This is an optimization exercise on Yosys and OpenROAD, whose aim is small area, a short achievable clock period and few clock cycles per item, not a production implementation. Function was not checked in any run shown here: the RTL went through the layout flow alone. Power and IR drop assume default switching activity.

==> flow/design.v (outline; a module is shown in full before it is edited, if it fits) <==
// module multiplicacion: 2088 lines
// module fa_cell: 4 lines
// module booth_enc: 4 lines
// module ha_cell: 4 lines
module multiplicacion #(
    parameter N = 32
    ) (
    input logic clk, rst,
    input logic valid,
    input logic [N-1:0] A, B,
    output logic [2*N-1:0] Mult,
    output logic done
    );
  // ...
==> flow/flow/run.sh <==
#!/bin/bash
set -e
cat standard.sh > standard_sh_copy.txt
export BUFFER_PORTS_ARGS="-buffer_cell sky130_fd_sc_hd__buf_4"
bash standard.sh > standard.log 2>&1
==> flow/standard.sh <==
#!/bin/bash
# synth_recipe.tcl (not shown) runs the flow's synth.tcl, then flattens the netlist and writes it again
# the make line also repeats each setting of config.mk as NAME=value (left out here)
make -C /OpenROAD-flow-scripts/flow DESIGN_CONFIG=/design/flow/config.mk WORK_HOME=/design/flow/orfs CLKGATE_MAP_FILE= SYNTH_SCRIPT=/design/flow/synth_recipe.tcl "${@:-finish}"
==> flow/config.mk <==
export PLATFORM = sky130hd
export DESIGN_NAME = multiplicacion
export DESIGN_NICKNAME = multiplicacion
export VERILOG_FILES = /design/flow/design.v
export SDC_FILE = /design/flow/constraint.sdc
export NUM_CORES = 4
export LEC_CHECK = 0
export ABC_AREA = 1
export CAP_MARGIN = 20
export CORE_MARGIN = 2
export CORE_UTILIZATION = 55
export SETUP_SLACK_MARGIN = 0.9
export SLEW_MARGIN = 20
export SYNTH_HIERARCHICAL = 1
==> flow/constraint.sdc <==
create_clock -name core_clock -period 5.0 [get_ports {clk}]
set_input_delay 1.0000 -clock core_clock [delete_from_list [all_inputs] [get_ports {clk}]]
set_output_delay 1.0000 -clock core_clock [all_outputs]
set_load 0.01 [all_outputs]
==> metrics.md, run 1 <==
| Metric | Value |
|---|---|
| Seq area share | `under 10%` |
| Multi-input combinational area share | `between 70% and 80%` |
| Setup violators final | `0` |
| Combinational power | `about 22 mW` |
| CTS tree | `built` |
| Clk pwr | `1.30 mW` |
| Yosys cell types | `26` |
| Grt ovf | `0` |
| Status | `timing/DRC/antenna clean` |
| Crit path cell chain | `buf_6, xor2_1, clkinv_1, buf_4, o22ai_2, fa_1, fa_1, fa_1, fa_1, fa_2` |
| Most common cell in the netlist | `nand2_1` |
| Layer with the highest usage | `met2` |
| Area of the multi-input gates | `between 20,000 and 25,000 um2` |
| Non-clk buf share | `between 6 and 7%` |
| Max Used Layer | `met4` |
| Layout cell share with drive strength beyond 1 | `roughly an eighth` |
| Clk pwr share | `~5%` |
| N_taps | `slightly below 700` |
| Sequential area share after synthesis | `approximately 10%` |
| Wl on met1 | `43.9 mm` |
| Nonclk buf count | `251` |
| Pre-CTS setup slack | `around 0.13 ns` |
| Unrepaired setup endpoints after global routing | `true` |
| Invs w/o clock | `approximately 540` |
| Synthesized flop and latch total | `about 150` |
| Cell-internal power | `about 11 mW` |
| Clock Sinks | `roughly 150` |
==> run 2: changes to the inputs <==
--- a/flow/design.v
+++ b/flow/design.v
@@ -1135,16 +1135,256 @@
   logic s1045;
   logic c1046;
   logic s1047;
   logic c1048;
   logic s1049;
   logic c1050;
   logic s1051;
   logic c1052;
+  logic gg1053;
+  logic gp1054;
+  logic gg1055;
+  logic gp1056;
+  logic gg1057;
+  logic gp1058;
+  logic gg1059;
+  logic gp1060;
+  logic gg1061;
+  logic gp1062;
+  logic gg1063;
+  logic gp1064;
+  logic gg1065;
+  logic gp1066;
+  logic gg1067;
+  logic gp1068;
+  logic gg1069;
+  logic gp1070;
+  logic gg1071;
+  logic gp1072;
+  logic gg1073;
+  logic gp1074;
+  logic gg1075;
+  logic gp1076;
+  logic gg1077;
+  logic gp1078;
+  logic gg1079;
+  logic gp1080;
+  logic gg1081;
+  logic gp1082;
+  logic gg1083;
+  logic gp1084;
+  logic gg1085;
+  logic gp1086;
+  logic gg1087;
+  logic gp1088;
+  logic gg1089;
+  logic gp1090;
+  logic gg1091;
+  logic gp1092;
+  logic gg1093;
+  logic gp1094;
+  logic gg1095;
+  logic gp1096;
+  logic gg1097;
+  logic gp1098;
+  logic gg1099;
+  logic gp1100;
+  logic gg1101;
+  logic gp1102;
+  logic gg1103;
+  logic gp1104;
+  logic gg1105;
+  logic gp1106;
+  logic gg1107;
+  logic gp1108;
+  logic gg1109;
+  logic gp1110;
+  logic gg1111;
+  logic gp1112;
+  logic gg1113;
+  logic gp1114;
+  logic gg1115;
+  logic gp1116;
+  logic gg1117;
+  logic gp1118;
+  logic gg1119;
+  logic gp1120;
+  logic gg1121;
+  logic gp1122;
+  logic gg1123;
+  logic gp1124;
+  logic gg1125;
+  logic gp1126;
+  logic gg1127;
+  logic gp1128;
+  logic gg1129;
+  logic gp1130;
+  logic gg1131;
+  logic gp1132;
+  logic gg1133;
+  logic gp1134;
+  logic gg1135;
+  logic gp1136;
+  logic gg1137;
+  logic gp1138;
+  logic gg1139;
+  logic gp1140;
+  logic gg1141;
+  logic gp1142;
+  logic gg1143;
+  logic gp1144;
+  logic gg1145;
+  logic gp1146;
+  logic gg1147;
+  logic gp1148;
+  logic gg1149;
+  logic gp1150;
+  logic gg1151;
+  logic gp1152;
+  logic gg1153;
+  logic gp1154;
+  logic gg1155;
+  logic gp1156;
+  logic gg1157;
+  logic gp1158;
+  logic gg1159;
+  logic gp1160;
+  logic gg1161;
+  logic gp1162;
+  logic gg1163;
+  logic gp1164;
+  logic gg1165;
+  logic gp1166;
+  logic gg1167;
+  logic gp1168;
+  logic gg1169;
+  logic gp1170;
+  logic gg1171;
+  logic gp1172;
+  logic gg1173;
+  logic gp1174;
+  logic gg1175;
+  logic gp1176;
+  logic gg1177;
+  logic gp1178;
+  logic gg1179;
+  logic gp1180;
+  logic gg1181;
+  logic gp1182;
+  logic gg1183;
+  logic gp1184;
+  logic gg1185;
+  logic gp1186;
+  logic gg1187;
+  logic gp1188;
+  logic gg1189;
+  logic gp1190;
+  logic gg1191;
+  logic gp1192;
+  logic gg1193;
+  logic gp1194;
+  logic gg1195;
+  logic gp1196;
+  logic gg1197;
+  logic gp1198;
+  logic gg1199;
+  logic gp1200;
+  logic gg1201;
+  logic gp1202;
+  logic gg1203;
+  logic gp1204;
+  logic gg1205;
+  logic gp1206;
+  logic gg1207;
+  logic gp1208;
+  logic gg1209;
+  logic gp1210;
+  logic gg1211;
+  logic gp1212;
+  logic gg1213;
+  logic gp1214;
+  logic gg1215;
+  logic gp1216;
+  logic gg1217;
+  logic gp1218;
+  logic gg1219;
+  logic gp1220;
+  logic gg1221;
+  logic gp1222;
+  logic gg1223;
+  logic gp1224;
+  logic gg1225;
+  logic gp1226;
+  logic gg1227;
+  logic gp1228;
+  logic gg1229;
+  logic gp1230;
+  logic gg1231;
+  logic gp1232;
+  logic gg1233;
+  logic gp1234;
+  logic gg1235;
+  logic gp1236;
+  logic gg1237;
+  logic gp1238;
+  logic gg1239;
+  logic gp1240;
+  logic gg1241;
+  logic gp1242;
+  logic gg1243;
+  logic gp1244;
+  logic gg1245;
+  logic gp1246;
+  logic gg1247;
+  logic gp1248;
+  logic gg1249;
+  logic gp1250;
+  logic gg1251;
+  logic gp1252;
+  logic gg1253;
+  logic gp1254;
+  logic gg1255;
+  logic gp1256;
+  logic gg1257;
+  logic gp1258;
+  logic gg1259;
+  logic gp1260;
+  logic gg1261;
+  logic gp1262;
+  logic gg1263;
+  logic gp1264;
+  logic gg1265;
+  logic gp1266;
+  logic gg1267;
+  logic gp1268;
+  logic gg1269;
+  logic gp1270;
+  logic gg1271;
+  logic gp1272;
+  logic gg1273;
+  logic gp1274;
+  logic gg1275;
+  logic gp1276;
+  logic gg1277;
+  logic gp1278;
+  logic gg1279;
+  logic gp1280;
+  logic gg1281;
+  logic gp1282;
+  logic gg1283;
+  logic gp1284;
+  logic gg1285;
+  logic gp1286;
+  logic gg1287;
+  logic gp1288;
+  logic gg1289;
+  logic gp1290;
+  logic gg1291;
+  logic gp1292;
   logic q0;
   logic q1;
   logic q2;
   logic q3;
   logic q4;
   logic q5;
   logic q6;
   logic q7;
@@ -1262,35 +1502,16 @@
   logic q119;
   logic q120;
   logic q121;
   logic q122;
   logic q123;
   logic q124;
   logic q125;
   logic q126;
-  logic q127;
-  logic q128;
-  logic q129;
-  logic q130;
-  logic q131;
-  logic q132;
-  logic q133;
-  logic q134;
-  logic q135;
-  logic q136;
-  logic q137;
-  logic q138;
-  logic q139;
-  logic q140;
-  logic q141;
-  logic q142;
-  logic q143;
-  logic q144;
-  logic q145;
   logic [32:0] pp0;
   booth_enc u_enc0_0 (.lo(1'b0), .mid(B[0]), .hi(B[1]), .one(one0_0), .two(two0_0));
   booth_enc u_enc0_1 (.lo(1'b0), .mid(B[0]), .hi(B[1]), .one(one0_1), .two(two0_1));
   logic [33:0] ax0;
   assign ax0 = {1'b0, A, 1'b0} ^ {34{B[1]}};
   assign neg0 = B[1] & ~(B[0] & 1'b0);
   assign pp0 = (ax0[33:1] & {{17{one0_1}}, {16{one0_0}}}) | (ax0[32:0] & {{17{two0_1}}, {16{two0_0}}});
   logic [32:0] pp1;
@@ -1883,16 +2104,35 @@
   fa_cell u_s961 (.a(s645), .b(c838), .c(s839), .s(s961), .co(c962));
   fa_cell u_s963 (.a(s649), .b(c840), .c(s841), .s(s963), .co(c964));
   fa_cell u_s965 (.a(s653), .b(c842), .c(s843), .s(s965), .co(c966));
   fa_cell u_s967 (.a(s657), .b(c844), .c(s845), .s(s967), .co(c968));
   fa_cell u_s969 (.a(s661), .b(c846), .c(s847), .s(s969), .co(c970));
   fa_cell u_s971 (.a(s665), .b(c848), .c(s849), .s(s971), .co(c972));
   fa_cell u_s973 (.a(s669), .b(c850), .c(s851), .s(s973), .co(c974));
   fa_cell u_s975 (.a(s673), .b(c852), .c(s853), .s(s975), .co(c976));
+  fa_cell u_s977 (.a(s677), .b(c854), .c(s855), .s(s977), .co(c978));
+  fa_cell u_s979 (.a(s681), .b(c856), .c(s857), .s(s979), .co(c980));
+  fa_cell u_s981 (.a(s685), .b(c858), .c(s859), .s(s981), .co(c982));
+  fa_cell u_s983 (.a(s689), .b(c860), .c(s861), .s(s983), .co(c984));
+  fa_cell u_s985 (.a(s693), .b(c862), .c(s863), .s(s985), .co(c986));
+  fa_cell u_s987 (.a(s697), .b(c864), .c(s865), .s(s987), .co(c988));
+  fa_cell u_s989 (.a(s701), .b(c866), .c(s867), .s(s989), .co(c990));
+  fa_cell u_s991 (.a(s705), .b(c868), .c(s869), .s(s991), .co(c992));
+  fa_cell u_s993 (.a(s709), .b(c870), .c(s871), .s(s993), .co(c994));
+  fa_cell u_s995 (.a(s713), .b(c872), .c(s873), .s(s995), .co(c996));
+  fa_cell u_s997 (.a(s717), .b(c874), .c(s875), .s(s997), .co(c998));
+  fa_cell u_s999 (.a(s721), .b(c876), .c(s877), .s(s999), .co(c1000));
+  fa_cell u_s1001 (.a(s725), .b(c878), .c(s879), .s(s1001), .co(c1002));
+  fa_cell u_s1003 (.a(s729), .b(c880), .c(s881), .s(s1003), .co(c1004));
+  fa_cell u_s1005 (.a(s733), .b(c882), .c(s883), .s(s1005), .co(c1006));
+  fa_cell u_s1007 (.a(s737), .b(c884), .c(s885), .s(s1007), .co(c1008));
+  fa_cell u_s1009 (.a(s741), .b(c886), .c(s887), .s(s1009), .co(c1010));
+  fa_cell u_s1011 (.a(s745), .b(c888), .c(s889), .s(s1011), .co(c1012));
+  fa_cell u_s1013 (.a(s891), .b(c746), .c(c890), .s(s1013), .co(c1014));
   fa_cell u_s1015 (.a(s753), .b(c892), .c(s893), .s(s1015), .co(c1016));
   fa_cell u_s1017 (.a(s757), .b(c894), .c(s895), .s(s1017), .co(c1018));
   fa_cell u_s1019 (.a(s761), .b(c896), .c(s897), .s(s1019), .co(c1020));
   fa_cell u_s1021 (.a(s765), .b(c898), .c(s899), .s(s1021), .co(c1022));
   fa_cell u_s1023 (.a(s769), .b(c900), .c(s901), .s(s1023), .co(c1024));
   fa_cell u_s1025 (.a(s773), .b(c902), .c(s903), .s(s1025), .co(c1026));
   fa_cell u_s1027 (.a(s777), .b(c904), .c(s905), .s(s1027), .co(c1028));
   fa_cell u_s1029 (.a(s907), .b(c778), .c(c906), .s(s1029), .co(c1030));
@@ -1902,194 +2142,463 @@
   fa_cell u_s1037 (.a(s797), .b(c914), .c(s915), .s(s1037), .co(c1038));
   fa_cell u_s1039 (.a(s917), .b(c798), .c(c916), .s(s1039), .co(c1040));
   fa_cell u_s1041 (.a(s803), .b(c918), .c(s919), .s(s1041), .co(c1042));
   fa_cell u_s1043 (.a(s807), .b(c920), .c(s921), .s(s1043), .co(c1044));
   fa_cell u_s1045 (.a(s923), .b(c808), .c(c922), .s(s1045), .co(c1046));
   fa_cell u_s1047 (.a(pp15[31]), .b(c924), .c(s925), .s(s1047), .co(c1048));
   fa_cell u_s1049 (.a(s927), .b(pp15[32]), .c(c926), .s(s1049), .co(c1050));
   fa_cell u_s1051 (.a(pp16[31]), .b(~neg15), .c(c928), .s(s1051), .co(c1052));
-  fa_cell u_s977 (.a(q0), .b(q1), .c(q2), .s(s977), .co(c978));
-  fa_cell u_s979 (.a(q3), .b(q4), .c(q5), .s(s979), .co(c980));
-  fa_cell u_s981 (.a(q6), .b(q7), .c(q8), .s(s981), .co(c982));
-  fa_cell u_s983 (.a(q9), .b(q10), .c(q11), .s(s983), .co(c984));
-  fa_cell u_s985 (.a(q12), .b(q13), .c(q14), .s(s985), .co(c986));
-  fa_cell u_s987 (.a(q15), .b(q16), .c(q17), .s(s987), .co(c988));
-  fa_cell u_s989 (.a(q18), .b(q19), .c(q20), .s(s989), .co(c990));
-  fa_cell u_s991 (.a(q21), .b(q22), .c(q23), .s(s991), .co(c992));
-  fa_cell u_s993 (.a(q24), .b(q25), .c(q26), .s(s993), .co(c994));
-  fa_cell u_s995 (.a(q27), .b(q28), .c(q29), .s(s995), .co(c996));
-  fa_cell u_s997 (.a(q30), .b(q31), .c(q32), .s(s997), .co(c998));
-  fa_cell u_s999 (.a(q33), .b(q34), .c(q35), .s(s999), .co(c1000));
-  fa_cell u_s1001 (.a(q36), .b(q37), .c(q38), .s(s1001), .co(c1002));
-  fa_cell u_s1003 (.a(q39), .b(q40), .c(q41), .s(s1003), .co(c1004));
-  fa_cell u_s1005 (.a(q42), .b(q43), .c(q44), .s(s1005), .co(c1006));
-  fa_cell u_s1007 (.a(q45), .b(q46), .c(q47), .s(s1007), .co(c1008));
-  fa_cell u_s1009 (.a(q48), .b(q49), .c(q50), .s(s1009), .co(c1010));
-  fa_cell u_s1011 (.a(q51), .b(q52), .c(q53), .s(s1011), .co(c1012));
-  fa_cell u_s1013 (.a(q54), .b(q55), .c(q56), .s(s1013), .co(c1014));
   logic [63:0] row_a, row_b;
-  assign row_a = {q101, q100, q99, q98, q97, q96, q95, q94, q93, q92, q91, q90, q89, q88, q87, q86, q85, q84, c1014, c1012, c1010, c1008, c1006, c1004, c1002, c1000, c998, c996, c994, c992, c990, c988, c986, c984, c982, c980, c978, q83, q82, q81, q80, q79, q78, q77, q76, q75, q74, q73, q72, q71, q70, q69, q68, q67, q66, q65, q64, q63, q62, q61, q60, q59, q58, q57};
-  assign row_b = {q145, q144, q143, q142, q141, q140, q139, q138, q137, q136, q135, q134, q133, q132, q131, q130, q129, q128, q127, s1013, s1011, s1009, s1007, s1005, s1003, s1001, s999, s997, s995, s993, s991, s989, s987, s985, s983, s981, s979, s977, q126, q125, q124, q123, q122, q121, q120, q119, q118, q117, q116, q115, q114, q113, q112, q111, q110, q109, q108, q107, q106, q105, q104, q103, 1'b0, q102};
-  assign Mult = row_a + row_b;
+  assign row_a = {q63, q62, q61, q60, q59, q58, q57, q56, q55, q54, q53, q52, q51, q50, q49, q48, q47, q46, q45, q44, q43, q42, q41, q40, q39, q38, q37, q36, q35, q34, q33, q32, q31, q30, q29, q28, q27, q26, q25, q24, q23, q22, q21, q20, q19, q18, q17, q16, q15, q14, q13, q12, q11, q10, q9, q8, q7, q6, q5, q4, q3, q2, q1, q0};
+  assign row_b = {q126, q125, q124, q123, q122, q121, q120, q119, q118, q117, q116, q115, q114, q113, q112, q111, q110, q109, q108, q107, q106, q105, q104, q103, q102, q101, q100, q99, q98, q97, q96, q95, q94, q93, q92, q91, q90, q89, q88, q87, q86, q85, q84, q83, q82, q81, q80, q79, q78, q77, q76, q75, q74, q73, q72, q71, q70, q69, q68, q67, q66, q65, 1'b0, q64};
+  logic [63:0] p0, g0, cy;
+  assign p0 = row_a ^ row_b;
+  assign g0 = row_a & row_b;
+  assign gg1053 = g0[1] | (p0[1] & g0[0]);
+  assign gp1054 = p0[1] & p0[0];
+  assign gg1055 = g0[3] | (p0[3] & g0[2]);
+  assign gp1056 = p0[3] & p0[2];
+  assign gg1057 = g0[5] | (p0[5] & g0[4]);
+  assign gp1058 = p0[5] & p0[4];
+  assign gg1059 = g0[7] | (p0[7] & g0[6]);
+  assign gp1060 = p0[7] & p0[6];
+  assign gg1061 = g0[9] | (p0[9] & g0[8]);
+  assign gp1062 = p0[9] & p0[8];
+  assign gg1063 = g0[11] | (p0[11] & g0[10]);
+  assign gp1064 = p0[11] & p0[10];
+  assign gg1065 = g0[13] | (p0[13] & g0[12]);
+  assign gp1066 = p0[13] & p0[12];
+  assign gg1067 = g0[15] | (p0[15] & g0[14]);
+  assign gp1068 = p0[15] & p0[14];
+  assign gg1069 = g0[17] | (p0[17] & g0[16]);
+  assign gp1070 = p0[17] & p0[16];
+  assign gg1071 = g0[19] | (p0[19] & g0[18]);
+  assign gp1072 = p0[19] & p0[18];
+  assign gg1073 = g0[21] | (p0[21] & g0[20]);
+  assign gp1074 = p0[21] & p0[20];
+  assign gg1075 = g0[23] | (p0[23] & g0[22]);
+  assign gp1076 = p0[23] & p0[22];
+  assign gg1077 = g0[25] | (p0[25] & g0[24]);
+  assign gp1078 = p0[25] & p0[24];
+  assign gg1079 = g0[27] | (p0[27] & g0[26]);
+  assign gp1080 = p0[27] & p0[26];
+  assign gg1081 = g0[29] | (p0[29] & g0[28]);
+  assign gp1082 = p0[29] & p0[28];
+  assign gg1083 = g0[31] | (p0[31] & g0[30]);
+  assign gp1084 = p0[31] & p0[30];
+  assign gg1085 = g0[33] | (p0[33] & g0[32]);
+  assign gp1086 = p0[33] & p0[32];
+  assign gg1087 = g0[35] | (p0[35] & g0[34]);
+  assign gp1088 = p0[35] & p0[34];
+  assign gg1089 = g0[37] | (p0[37] & g0[36]);
+  assign gp1090 = p0[37] & p0[36];
+  assign gg1091 = g0[39] | (p0[39] & g0[38]);
+  assign gp1092 = p0[39] & p0[38];
+  assign gg1093 = g0[41] | (p0[41] & g0[40]);
+  assign gp1094 = p0[41] & p0[40];
+  assign gg1095 = g0[43] | (p0[43] & g0[42]);
+  assign gp1096 = p0[43] & p0[42];
+  assign gg1097 = g0[45] | (p0[45] & g0[44]);
+  assign gp1098 = p0[45] & p0[44];
+  assign gg1099 = g0[47] | (p0[47] & g0[46]);
+  assign gp1100 = p0[47] & p0[46];
+  assign gg1101 = g0[49] | (p0[49] & g0[48]);
+  assign gp1102 = p0[49] & p0[48];
+  assign gg1103 = g0[51] | (p0[51] & g0[50]);
+  assign gp1104 = p0[51] & p0[50];
+  assign gg1105 = g0[53] | (p0[53] & g0[52]);
+  assign gp1106 = p0[53] & p0[52];
+  assign gg1107 = g0[55] | (p0[55] & g0[54]);
+  assign gp1108 = p0[55] & p0[54];
+  assign gg1109 = g0[57] | (p0[57] & g0[56]);
+  assign gp1110 = p0[57] & p0[56];
+  assign gg1111 = g0[59] | (p0[59] & g0[58]);
+  assign gp1112 = p0[59] & p0[58];
+  assign gg1113 = g0[61] | (p0[61] & g0[60]);
+  assign gp1114 = p0[61] & p0[60];
+  assign gg1115 = g0[63] | (p0[63] & g0[62]);
+  assign gp1116 = p0[63] & p0[62];
+  assign gg1117 = gg1055 | (gp1056 & gg1053);
+  assign gp1118 = gp1056 & gp1054;
+  assign gg1119 = gg1059 | (gp1060 & gg1057);
+  assign gp1120 = gp1060 & gp1058;
+  assign gg1121 = gg1063 | (gp1064 & gg1061);
+  assign gp1122 = gp1064 & gp1062;
+  assign gg1123 = gg1067 | (gp1068 & gg1065);
+  assign gp1124 = gp1068 & gp1066;
+  assign gg1125 = gg1071 | (gp1072 & gg1069);
+  assign gp1126 = gp1072 & gp1070;
+  assign gg1127 = gg1075 | (gp1076 & gg1073);
+  assign gp1128 = gp1076 & gp1074;
+  assign gg1129 = gg1079 | (gp1080 & gg1077);
+  assign gp1130 = gp1080 & gp1078;
+  assign gg1131 = gg1083 | (gp1084 & gg1081);
+  assign gp1132 = gp1084 & gp1082;
+  assign gg1133 = gg1087 | (gp1088 & gg1085);
+  assign gp1134 = gp1088 & gp1086;
+  assign gg1135 = gg1091 | (gp1092 & gg1089);
+  assign gp1136 = gp1092 & gp1090;
+  assign gg1137 = gg1095 | (gp1096 & gg1093);
+  assign gp1138 = gp1096 & gp1094;
+  assign gg1139 = gg1099 | (gp1100 & gg1097);
+  assign gp1140 = gp1100 & gp1098;
+  assign gg1141 = gg1103 | (gp1104 & gg1101);
+  assign gp1142 = gp1104 & gp1102;
+  assign gg1143 = gg1107 | (gp1108 & gg1105);
+  assign gp1144 = gp1108 & gp1106;
+  assign gg1145 = gg1111 | (gp1112 & gg1109);
+  assign gp1146 = gp1112 & gp1110;
+  assign gg1147 = gg1115 | (gp1116 & gg1113);
+  assign gp1148 = gp1116 & gp1114;
+  assign gg1149 = gg1119 | (gp1120 & gg1117);
+  assign gp1150 = gp1120 & gp1118;
+  assign gg1151 = gg1123 | (gp1124 & gg1121);
+  assign gp1152 = gp1124 & gp1122;
+  assign gg1153 = gg1127 | (gp1128 & gg1125);
+  assign gp1154 = gp1128 & gp1126;
+  assign gg1155 = gg1131 | (gp1132 & gg1129);
+  assign gp1156 = gp1132 & gp1130;
+  assign gg1157 = gg1135 | (gp1136 & gg1133);
+  assign gp1158 = gp1136 & gp1134;
+  assign gg1159 = gg1139 | (gp1140 & gg1137);
+  assign gp1160 = gp1140 & gp1138;
+  assign gg1161 = gg1143 | (gp1144 & gg1141);
+  assign gp1162 = gp1144 & gp1142;
+  assign gg1163 = gg1147 | (gp1148 & gg1145);
+  assign gp1164 = gp1148 & gp1146;
+  assign gg1165 = gg1151 | (gp1152 & gg1149);
+  assign gp1166 = gp1152 & gp1150;
+  assign gg1167 = gg1155 | (gp1156 & gg1153);
+  assign gp1168 = gp1156 & gp1154;
+  assign gg1169 = gg1159 | (gp1160 & gg1157);
+  assign gp1170 = gp1160 & gp1158;
+  assign gg1171 = gg1163 | (gp1164 & gg1161);
+  assign gp1172 = gp1164 & gp1162;
+  assign gg1173 = gg1167 | (gp1168 & gg1165);
+  assign gp1174 = gp1168 & gp1166;
+  assign gg1175 = gg1171 | (gp1172 & gg1169);
+  assign gp1176 = gp1172 & gp1170;
+  assign gg1177 = gg1175 | (gp1176 & gg1173);
+  assign gp1178 = gp1176 & gp1174;
+  assign gg1179 = gg1169 | (gp1170 & gg1173);
+  assign gp1180 = gp1170 & gp1174;
+  assign gg1181 = gg1153 | (gp1154 & gg1165);
+  assign gp1182 = gp1154 & gp1166;
+  assign gg1183 = gg1157 | (gp1158 & gg1173);
+  assign gp1184 = gp1158 & gp1174;
+  assign gg1185 = gg1161 | (gp1162 & gg1179);
+  assign gp1186 = gp1162 & gp1180;
+  assign gg1187 = gg1121 | (gp1122 & gg1149);
+  assign gp1188 = gp1122 & gp1150;
+  assign gg1189 = gg1125 | (gp1126 & gg1165);
+  assign gp1190 = gp1126 & gp1166;
+  assign gg1191 = gg1129 | (gp1130 & gg1181);
+  assign gp1192 = gp1130 & gp1182;
+  assign gg1193 = gg1133 | (gp1134 & gg1173);
+  assign gp1194 = gp1134 & gp1174;
+  assign gg1195 = gg1137 | (gp1138 & gg1183);
+  assign gp1196 = gp1138 & gp1184;
+  assign gg1197 = gg1141 | (gp1142 & gg1179);
+  assign gp1198 = gp1142 & gp1180;
+  assign gg1199 = gg1145 | (gp1146 & gg1185);
+  assign gp1200 = gp1146 & gp1186;
+  assign gg1201 = gg1057 | (gp1058 & gg1117);
+  assign gp1202 = gp1058 & gp1118;
+  assign gg1203 = gg1061 | (gp1062 & gg1149);
+  assign gp1204 = gp1062 & gp1150;
+  assign gg1205 = gg1065 | (gp1066 & gg1187);
+  assign gp1206 = gp1066 & gp1188;
+  assign gg1207 = gg1069 | (gp1070 & gg1165);
+  assign gp1208 = gp1070 & gp1166;
+  assign gg1209 = gg1073 | (gp1074 & gg1189);
+  assign gp1210 = gp1074 & gp1190;
+  assign gg1211 = gg1077 | (gp1078 & gg1181);
+  assign gp1212 = gp1078 & gp1182;
+  assign gg1213 = gg1081 | (gp1082 & gg1191);
+  assign gp1214 = gp1082 & gp1192;
+  assign gg1215 = gg1085 | (gp1086 & gg1173);
+  assign gp1216 = gp1086 & gp1174;
+  assign gg1217 = gg1089 | (gp1090 & gg1193);
+  assign gp1218 = gp1090 & gp1194;
+  assign gg1219 = gg1093 | (gp1094 & gg1183);
+  assign gp1220 = gp1094 & gp1184;
+  assign gg1221 = gg1097 | (gp1098 & gg1195);
+  assign gp1222 = gp1098 & gp1196;
+  assign gg1223 = gg1101 | (gp1102 & gg1179);
+  assign gp1224 = gp1102 & gp1180;
+  assign gg1225 = gg1105 | (gp1106 & gg1197);
+  assign gp1226 = gp1106 & gp1198;
+  assign gg1227 = gg1109 | (gp1110 & gg1185);
+  assign gp1228 = gp1110 & gp1186;
+  assign gg1229 = gg1113 | (gp1114 & gg1199);
+  assign gp1230 = gp1114 & gp1200;
+  assign gg1231 = g0[2] | (p0[2] & gg1053);
+  assign gp1232 = p0[2] & gp1054;
+  assign gg1233 = g0[4] | (p0[4] & gg1117);
+  assign gp1234 = p0[4] & gp1118;
+  assign gg1235 = g0[6] | (p0[6] & gg1201);
+  assign gp1236 = p0[6] & gp1202;
+  assign gg1237 = g0[8] | (p0[8] & gg1149);
+  assign gp1238 = p0[8] & gp1150;
+  assign gg1239 = g0[10] | (p0[10] & gg1203);
+  assign gp1240 = p0[10] & gp1204;
+  assign gg1241 = g0[12] | (p0[12] & gg1187);
+  assign gp1242 = p0[12] & gp1188;
+  assign gg1243 = g0[14] | (p0[14] & gg1205);
+  assign gp1244 = p0[14] & gp1206;
+  assign gg1245 = g0[16] | (p0[16] & gg1165);
+  assign gp1246 = p0[16] & gp1166;
+  assign gg1247 = g0[18] | (p0[18] & gg1207);
+  assign gp1248 = p0[18] & gp1208;
+  assign gg1249 = g0[20] | (p0[20] & gg1189);
+  assign gp1250 = p0[20] & gp1190;
+  assign gg1251 = g0[22] | (p0[22] & gg1209);
+  assign gp1252 = p0[22] & gp1210;
+  assign gg1253 = g0[24] | (p0[24] & gg1181);
+  assign gp1254 = p0[24] & gp1182;
+  assign gg1255 = g0[26] | (p0[26] & gg1211);
+  assign gp1256 = p0[26] & gp1212;
+  assign gg1257 = g0[28] | (p0[28] & gg1191);
+  assign gp1258 = p0[28] & gp1192;
+  assign gg1259 = g0[30] | (p0[30] & gg1213);
+  assign gp1260 = p0[30] & gp1214;
+  assign gg1261 = g0[32] | (p0[32] & gg1173);
+  assign gp1262 = p0[32] & gp1174;
+  assign gg1263 = g0[34] | (p0[34] & gg1215);
+  assign gp1264 = p0[34] & gp1216;
+  assign gg1265 = g0[36] | (p0[36] & gg1193);
+  assign gp1266 = p0[36] & gp1194;
+  assign gg1267 = g0[38] | (p0[38] & gg1217);
+  assign gp1268 = p0[38] & gp1218;
+  assign gg1269 = g0[40] | (p0[40] & gg1183);
+  assign gp1270 = p0[40] & gp1184;
+  assign gg1271 = g0[42] | (p0[42] & gg1219);
+  assign gp1272 = p0[42] & gp1220;
+  assign gg1273 = g0[44] | (p0[44] & gg1195);
+  assign gp1274 = p0[44] & gp1196;
+  assign gg1275 = g0[46] | (p0[46] & gg1221);
+  assign gp1276 = p0[46] & gp1222;
+  assign gg1277 = g0[48] | (p0[48] & gg1179);
+  assign gp1278 = p0[48] & gp1180;
+  assign gg1279 = g0[50] | (p0[50] & gg1223);
+  assign gp1280 = p0[50] & gp1224;
+  assign gg1281 = g0[52] | (p0[52] & gg1197);
+  assign gp1282 = p0[52] & gp1198;
+  assign gg1283 = g0[54] | (p0[54] & gg1225);
+  assign gp1284 = p0[54] & gp1226;
+  assign gg1285 = g0[56] | (p0[56] & gg1185);
+  assign gp1286 = p0[56] & gp1186;
+  assign gg1287 = g0[58] | (p0[58] & gg1227);
+  assign gp1288 = p0[58] & gp1228;
+  assign gg1289 = g0[60] | (p0[60] & gg1199);
+  assign gp1290 = p0[60] & gp1200;
+  assign gg1291 = g0[62] | (p0[62] & gg1229);
+  assign gp1292 = p0[62] & gp1230;
+  assign cy[0] = 1'b0;
+  assign cy[1] = g0[0];
+  assign cy[2] = gg1053;
+  assign cy[3] = gg1231;
+  assign cy[4] = gg1117;
+  assign cy[5] = gg1233;
+  assign cy[6] = gg1201;
+  assign cy[7] = gg1235;
+  assign cy[8] = gg1149;
+  assign cy[9] = gg1237;
+  assign cy[10] = gg1203;
+  assign cy[11] = gg1239;
+  assign cy[12] = gg1187;
+  assign cy[13] = gg1241;
+  assign cy[14] = gg1205;
+  assign cy[15] = gg1243;
+  assign cy[16] = gg1165;
+  assign cy[17] = gg1245;
+  assign cy[18] = gg1207;
+  assign cy[19] = gg1247;
+  assign cy[20] = gg1189;
+  assign cy[21] = gg1249;
+  assign cy[22] = gg1209;
+  assign cy[23] = gg1251;
+  assign cy[24] = gg1181;
+  assign cy[25] = gg1253;
+  assign cy[26] = gg1211;
+  assign cy[27] = gg1255;
+  assign cy[28] = gg1191;
+  assign cy[29] = gg1257;
+  assign cy[30] = gg1213;
+  assign cy[31] = gg1259;
+  assign cy[32] = gg1173;
+  assign cy[33] = gg1261;
+  assign cy[34] = gg1215;
+  assign cy[35] = gg1263;
+  assign cy[36] = gg1193;
+  assign cy[37] = gg1265;
+  assign cy[38] = gg1217;
+  assign cy[39] = gg1267;
+  assign cy[40] = gg1183;
+  assign cy[41] = gg1269;
+  assign cy[42] = gg1219;
+  assign cy[43] = gg1271;
+  assign cy[44] = gg1195;
+  assign cy[45] = gg1273;
+  assign cy[46] = gg1221;
+  assign cy[47] = gg1275;
+  assign cy[48] = gg1179;
+  assign cy[49] = gg1277;
+  assign cy[50] = gg1223;
+  assign cy[51] = gg1279;
+  assign cy[52] = gg1197;
+  assign cy[53] = gg1281;
+  assign cy[54] = gg1225;
+  assign cy[55] = gg1283;
+  assign cy[56] = gg1185;
+  assign cy[57] = gg1285;
+  assign cy[58] = gg1227;
+  assign cy[59] = gg1287;
+  assign cy[60] = gg1199;
+  assign cy[61] = gg1289;
+  assign cy[62] = gg1229;
+  assign cy[63] = gg1291;
+  assign Mult = p0 ^ cy;
   always_ff @(posedge clk)
   begin
     if (rst)
       done <= 1'b0;
     else
       done <= valid;
   end
   always_ff @(posedge clk)
   begin
-    q0 <= s677;
-    q1 <= c854;
-    q2 <= s855;
-    q3 <= s681;
-    q4 <= c856;
-    q5 <= s857;
-    q6 <= s685;
-    q7 <= c858;
-    q8 <= s859;
-    q9 <= s689;
-    q10 <= c860;
-    q11 <= s861;
-    q12 <= s693;
-    q13 <= c862;
-    q14 <= s863;
-    q15 <= s697;
-    q16 <= c864;
-    q17 <= s865;
-    q18 <= s701;
-    q19 <= c866;
-    q20 <= s867;
-    q21 <= s705;
-    q22 <= c868;
-    q23 <= s869;
-    q24 <= s709;
-    q25 <= c870;
-    q26 <= s871;
-    q27 <= s713;
-    q28 <= c872;
-    q29 <= s873;
-    q30 <= s717;
-    q31 <= c874;
-    q32 <= s875;
-    q33 <= s721;
-    q34 <= c876;
-    q35 <= s877;
-    q36 <= s725;
-    q37 <= c878;
-    q38 <= s879;
-    q39 <= s729;
-    q40 <= c880;
-    q41 <= s881;
-    q42 <= s733;
-    q43 <= c882;
-    q44 <= s883;
-    q45 <= s737;
-    q46 <= c884;
-    q47 <= s885;
-    q48 <= s741;
-    q49 <= c886;
-    q50 <= s887;
-    q51 <= s745;
-    q52 <= c888;
-    q53 <= s889;
-    q54 <= s891;
-    q55 <= c746;
-    q56 <= c890;
-    q57 <= neg0;
-    q58 <= pp0[1];
-    q59 <= s929;
-    q60 <= c930;
-    q61 <= c932;
-    q62 <= c934;
-    q63 <= c936;
-    q64 <= c938;
-    q65 <= c940;
-    q66 <= c942;
-    q67 <= c944;
-    q68 <= c946;
-    q69 <= c948;
-    q70 <= c950;
-    q71 <= c952;
-    q72 <= c954;
-    q73 <= c956;
-    q74 <= c958;
-    q75 <= c960;
-    q76 <= c962;
-    q77 <= c964;
-    q78 <= c966;
-    q79 <= c968;
-    q80 <= c970;
-    q81 <= c972;
-    q82 <= c974;
-    q83 <= c976;
-    q84 <= c1016;
-    q85 <= c1018;
-    q86 <= c1020;
-    q87 <= c1022;
-    q88 <= c1024;
-    q89 <= c1026;
-    q90 <= c1028;
-    q91 <= c1030;
-    q92 <= c1032;
-    q93 <= c1034;
-    q94 <= c1036;
-    q95 <= c1038;
-    q96 <= c1040;
-    q97 <= c1042;
-    q98 <= c1044;
-    q99 <= c1046;
-    q100 <= c1048;
-    q101 <= c1050;
-    q102 <= pp0[0];
-    q103 <= pp1[0];
-    q104 <= s931;
-    q105 <= s933;
-    q106 <= s935;
-    q107 <= s937;
-    q108 <= s939;
-    q109 <= s941;
-    q110 <= s943;
-    q111 <= s945;
-    q112 <= s947;
-    q113 <= s949;
-    q114 <= s951;
-    q115 <= s953;
-    q116 <= s955;
-    q117 <= s957;
-    q118 <= s959;
-    q119 <= s961;
-    q120 <= s963;
-    q121 <= s965;
-    q122 <= s967;
-    q123 <= s969;
-    q124 <= s971;
-    q125 <= s973;
-    q126 <= s975;
-    q127 <= s1015;
-    q128 <= s1017;
-    q129 <= s1019;
-    q130 <= s1021;
-    q131 <= s1023;
-    q132 <= s1025;
-    q133 <= s1027;
-    q134 <= s1029;
-    q135 <= s1031;
-    q136 <= s1033;
-    q137 <= s1035;
-    q138 <= s1037;
-    q139 <= s1039;
-    q140 <= s1041;
-    q141 <= s1043;
-    q142 <= s1045;
-    q143 <= s1047;
-    q144 <= s1049;
-    q145 <= s1051;
+    q0 <= neg0;
+    q1 <= pp0[1];
+    q2 <= s929;
+    q3 <= c930;
+    q4 <= c932;
+    q5 <= c934;
+    q6 <= c936;
+    q7 <= c938;
+    q8 <= c940;
+    q9 <= c942;
+    q10 <= c944;
+    q11 <= c946;
+    q12 <= c948;
+    q13 <= c950;
+    q14 <= c952;
+    q15 <= c954;
+    q16 <= c956;
+    q17 <= c958;
+    q18 <= c960;
+    q19 <= c962;
+    q20 <= c964;
+    q21 <= c966;
+    q22 <= c968;
+    q23 <= c970;
+    q24 <= c972;
+    q25 <= c974;
+    q26 <= c976;
+    q27 <= c978;
+    q28 <= c980;
+    q29 <= c982;
+    q30 <= c984;
+    q31 <= c986;
+    q32 <= c988;
+    q33 <= c990;
+    q34 <= c992;
+    q35 <= c994;
+    q36 <= c996;
+    q37 <= c998;
+    q38 <= c1000;
+    q39 <= c1002;
+    q40 <= c1004;
+    q41 <= c1006;
+    q42 <= c1008;
+    q43 <= c1010;
+    q44 <= c1012;
+    q45 <= c1014;
+    q46 <= c1016;
+    q47 <= c1018;
+    q48 <= c1020;
+    q49 <= c1022;
+    q50 <= c1024;
+    q51 <= c1026;
+    q52 <= c1028;
+    q53 <= c1030;
+    q54 <= c1032;
+    q55 <= c1034;
+    q56 <= c1036;
+    q57 <= c1038;
+    q58 <= c1040;
+    q59 <= c1042;
+    q60 <= c1044;
+    q61 <= c1046;
+    q62 <= c1048;
+    q63 <= c1050;
+    q64 <= pp0[0];
+    q65 <= pp1[0];
+    q66 <= s931;
+    q67 <= s933;
+    q68 <= s935;
+    q69 <= s937;
+    q70 <= s939;
+    q71 <= s941;
+    q72 <= s943;
+    q73 <= s945;
+    q74 <= s947;
+    q75 <= s949;
+    q76 <= s951;
+    q77 <= s953;
+    q78 <= s955;
+    q79 <= s957;
+    q80 <= s959;
+    q81 <= s961;
+    q82 <= s963;
+    q83 <= s965;
+    q84 <= s967;
+    q85 <= s969;
+    q86 <= s971;
+    q87 <= s973;
+    q88 <= s975;
+    q89 <= s977;
+    q90 <= s979;
+    q91 <= s981;
+    q92 <= s983;
+    q93 <= s985;
+    q94 <= s987;
+    q95 <= s989;
+    q96 <= s991;
+    q97 <= s993;
+    q98 <= s995;
+    q99 <= s997;
+    q100 <= s999;
+    q101 <= s1001;
+    q102 <= s1003;
+    q103 <= s1005;
+    q104 <= s1007;
+    q105 <= s1009;
+    q106 <= s1011;
+    q107 <= s1013;
+    q108 <= s1015;
+    q109 <= s1017;
+    q110 <= s1019;
+    q111 <= s1021;
+    q112 <= s1023;
+    q113 <= s1025;
+    q114 <= s1027;
+    q115 <= s1029;
+    q116 <= s1031;
+    q117 <= s1033;
+    q118 <= s1035;
+    q119 <= s1037;
+    q120 <= s1039;
+    q121 <= s1041;
+    q122 <= s1043;
+    q123 <= s1045;
+    q124 <= s1047;
+    q125 <= s1049;
+    q126 <= s1051;
   end
 endmodule
 module fa_cell (input logic a, b, c, output logic s, co);
   assign s = a ^ b ^ c;
   assign co = (a & b) | (a & c) | (b & c);
 endmodule
 module booth_enc (input logic lo, mid, hi, output logic one, two);
   assign one = mid ^ lo;
==> flow/config.mk (replaced) <==
export PLATFORM = sky130hd
export DESIGN_NAME = multiplicacion
export DESIGN_NICKNAME = multiplicacion
export VERILOG_FILES = /design/flow/design.v
export SDC_FILE = /design/flow/constraint.sdc
export NUM_CORES = 4
export LEC_CHECK = 0
export ABC_AREA = 1
export CAP_MARGIN = 20
export CORE_MARGIN = 2
export CORE_UTILIZATION = 55
export SLEW_MARGIN = 20
export SYNTH_HIERARCHICAL = 1
==> metrics.md, run 2 <==
| Metric | Value |
|---|---|
| Setup violators final | `0 (unchanged)` |
| Drt drc | `0 (unchanged)` |
| Input/output buffers | `131 (unchanged)` |
| Vias per cell | `6.16 (was 6.00)` |
| Reg clk slew, reported paths | `0.06 ns (was 0.07 ns)` |
| Top_reg_cell synth | `dfxtp_1 (unchanged)` |
| Dominant cells by area after synthesis | `fa_1, xnor2_1, o22ai_1, dfxtp_1, ha_1 (was fa_1, xnor2_1, o22ai_1, dfxtp_1, nand2_1)` |
| Mapped Area | `25,900 um2 (was 29,400 um2)` |
| Clock Sinks | `128 (was 147)` |
| Commonest non-fill, non-tap cell in the layout | `o22ai_1 (was nand2_1)` |
| Worst Hold Class | `input pin to register (unchanged)` |
| Met1 usage in global routing | `45.1% (was 53.5%)` |
| Ys async rst share | `0% (unchanged)` |
| DR iter-0 viols | `1,900 (was 2,635)` |
| M2 GR Usage | `62.2% (was 55.6%)` |
| Global-route wire length before repair | `134 mm (was 160 mm)` |
| VDD IR max | `752 uV (was 738 uV)` |
| I/O Pins | `132 (unchanged)` |
| Layout cell share with drive strength beyond 1 | `12.6% (was 11.7%)` |
| Crit path time final | `4.55 ns (was 4.10 ns)` |
| Number of cells produced by synthesis | `2,623 (was 3,544)` |
| CTS Buf Count | `17 (unchanged)` |
| Area of the core | `46,600 um2 (was 52,700 um2)` |
| Slowest CP cell | `fa_1 (unchanged)` |
| GRT Total Usage | `36.9% (was 38.8%)` |
| HPWL Detailed | `74.3 mm (was 90.6 mm)` |
| Nets | `3,497 (was 4,336)` |
| Most frequent cells in the layout | `o22ai_1, fa_1, xnor2_1 (was nand2_1, inv_1, o22ai_1)` |
| # hold bufs at CTS | `0 (unchanged)` |
| ANT nets after route | `0 (unchanged)` |
| Drt total wl | `88.4 mm (was 108 mm)` |
| CP required | `5.36 ns (was 5.29 ns)` |
| Commonest cells post-synth | `o22ai_1, fa_1, xnor2_1 (was nand2_1, o22ai_1, inv_1)` |
| Layer with the highest usage | `met2 (unchanged)` |
| # Post-CTS Setup Buffers | `0 (unchanged)` |
| Fin. Hold Viols | `0 (unchanged)` |
| Leakage Power | `12.4 nW (was 15.0 nW)` |
| Vias in the first global route | `22,100 (was 26,000)` |
| Worst Hold Path EP | `done$_SDFF_PP0_ (unchanged)` |
| Status | `timing/DRC/antenna clean (unchanged)` |
| PostCTS Resize Cnt | `0 (was 23)` |
| Post-placement cell count | `3,367 (was 4,304)` |
| Crit path cell chain | `buf_4, inv_1, nand3_1, nand2_1, clkinv_1, o22ai_1, fa_1, fa_1, fa_1, fa_1, fa_1, fa_1 (was buf_6, xor2_1, clkinv_1, buf_4, o22ai_2, fa_1, fa_1, fa_1, fa_1, fa_2)` |
| Sequential area share after synthesis | `9.88% (was 10.0%)` |
| Critical Path Start Type | `input pin (unchanged)` |
| Starting Density | `55.7% (was 55.8%)` |
| Total area of sequential cells | `2560 um2 (was 2940 um2)` |
| Met3 usage | `6.64% (was 13.1%)` |
| Tcrit/Tclk final | `91.0% (was 81.9%)` |
| Top cell type by total area after synthesis | `fa_1 (unchanged)` |
| Unrepaired setup endpoints after global routing | `false (was true)` |
| Die height | `221 um (was 235 um)` |
| Final Max Slew Viols | `0 (unchanged)` |
| Largest stage delay on the critical path | `0.54 ns (was 0.57 ns)` |
| Area of the multi-input gates | `21,500 um2 (was 24,000 um2)` |
| Final Util | `62.2% (was 61.8%)` |
| Number of max-cap violations | `0 (unchanged)` |
| Yosys cell types | `30 (was 26)` |
| Initial antenna violation count | `2 (was 3)` |
| Critical path class | `input pin to register (unchanged)` |
| Overall die area | `48,900 um2 (was 55,300 um2)` |
| Drt pass-1 iters | `6 (unchanged)` |
| GPL Wtd Cong | `1.01 (was 1.03)` |
| Power Density | `647 nW/um2 (was 787 nW/um2)` |
| H-tree levels | `4 (unchanged)` |
| Critical Path Most Common Cell | `fa_1 (unchanged)` |
| Yosys warnings | `7 (unchanged)` |
| Actual slew at the worst max-slew pin | `0.802 ns (was 0.565 ns)` |
| Yosys top cell area share | `39.5% (was 32.7%)` |
| DR WL/cell | `26.0 um (was 24.8 um)` |
| Die Wd | `221 um (was 235 um)` |
| Clk buf depth | `2 (unchanged)` |
| Clock root cell | `clkbuf_16 (unchanged)` |
| EDFF count, synth | `0 (unchanged)` |
| Hold Path Origin | `rst (unchanged)` |
| Finished Layout Cells | `3,398 (was 4,351)` |
| Largest net degree at the start of global routing | `22 (was 31)` |
| Most common cell in the netlist | `o22ai_1 (was nand2_1)` |
| Rows | `79 (was 84)` |
| WP data arrival | `4.91 ns (was 4.39 ns)` |
| N_diodes | `0 (was 2)` |
| CTS tree | `built (unchanged)` |
| Peak Freq | `0.220 GHz (was 0.244 GHz)` |
| FILL cells | `3,997 (was 4,700)` |
| Critical Path End Type | `register (unchanged)` |
| Crit Path Max Fanout | `10 (was 17)` |
| Area Overhead vs Synth | `11.7% (was 10.8%)` |
| Rel. slew slack | `46.6% (was 62.3%)` |
| Synthesized flop and latch total | `128 (was 147)` |
| Post-synthesis area per instance | `9.88 um2 (was 8.29 um2)` |
| DR vias | `20,900 (was 26,100)` |
| Grt ovf | `0 (unchanged)` |
| Hold path depth | `2 (unchanged)` |
run 2: report_power, final:
| part | switching [mW] | leakage [nW] | internal, mW |
|---|---|---|---|
| Combinational | 8.11 | 11.0 | 7.05 |
| Clock | 0.529 | 0.314 | 0.896 |
| Sequential | 0.288 | 1.08 | 1.85 |
| Total | 8.93 | 12.4 | 9.79 |
run 2: per-layer routing:
layer	share of wire (%)	routed length, um
met1	38	33200
met2	49	43500
met3	7.1	6260
met4	6.1	5370
met5	0.020	18
run 2: layout make-up:
cell class,count,area share (%)
inverter,313,4.06
timing repair buffer,305,8.12
tap,607,2.62
clock buffer,19,1.53
sequential,128,8.85
multi-input combinational,2014,74.1
clock inverter,12,0.713
run 2: Yosys stat by module (local to each module, per instance):
module | cells | copies in the design | flip-flops and latches | cell area, um2
multiplicacion | 1873 | 1 | 128 | 14700
booth_enc | 7 | 32 | 0 | 33.8
fa_cell | 1 | 480 | 0 | 20.0
ha_cell | 1 | 46 | 0 | 12.5
run 2: cells by family (layout without fill, tap and decap cells):
kind of cell               Yosys count  in the layout  share of synthesized area [%]
adders and majority gates          651            651                           46.2
AOI/OAI and AO/OA                  586            586                           14.1
xor gates and xnor gates           544            544                           18.4
buffers and inverters              501            649                           7.63
and+or+nand+nor                    211            211                           3.80
DFF                                128            128                           9.88
other                                2             22                         0.0290
run 2: how the worst max path moves through the flow:
stage	from	to	cells past startpoint
after floorplan	B[3]	q99$_DFF_P_	11
after global placement	B[7]	q40$_DFF_P_	12
after detailed placement	B[7]	q102$_DFF_P_	12
after CTS	q3$_DFF_P_	Mult[63]	19
after global routing	q5$_DFF_P_	Mult[63]	20
final	B[9]	q101$_DFF_P_	12
run 2: critical path, delay by kind of cell:
family	cells	cell delay [ns]
and+or+nand+nor	2	0.19
adders and majority gates	6	2.84
buffers and inverters	3	0.59
AOI/OAI and AO/OA	1	0.28
run 2: through the flow:
stage / setup TNS [ns] / setup WS [ns] / hold slack [ns] / power (mW) / cell area [um2]
floorplan: 0 / 0.251 / 1.03 / 11.9 / 26000
finish: 0 / 0.448 / 0.670 / 18.7 / 29000
global route: 0 / 0.279 / 0.664 / 20.8 / 29000
CTS: 0 / 0.466 / 0.642 / 19.0 / 29000
global placement: 0 / 0.0327 / 1.16 / 17.0 / 28300
detailed placement: -0.00605 / -0.00605 / 1.16 / 17.4 / 28300

==> what the ideal ports hide <==
Ports are ideal in the flow. The routed layouts listed here were re-timed in OpenROAD.
Step 1 sets driving cells, clkbuf_16 on the clock port and buf_2 on the other inputs (assumed; they add their load-dependent delay and slew).
Step 2 times the ports against the registers' clock, not the clock port: input delays grow and output delays shrink by t, the midpoint of the rising clock arrivals with the driver on.
Three values: no drivers, after step 1, after step 2; two values: the first two.
run	shift t [ns]	slack for setup (ns)	worst setup path at the end
run 1	0.500	0.903 / 0.921 / 0.421	input to register
run 2	0.540	0.448 / 0.474 / -0.059	input to register
With both steps, setup timing fails in run 2, where it was met with ideal ports. For run 2, which loses most, drivers alone change the setup slack by +0.026 ns; drivers and shift together by -0.507 ns.
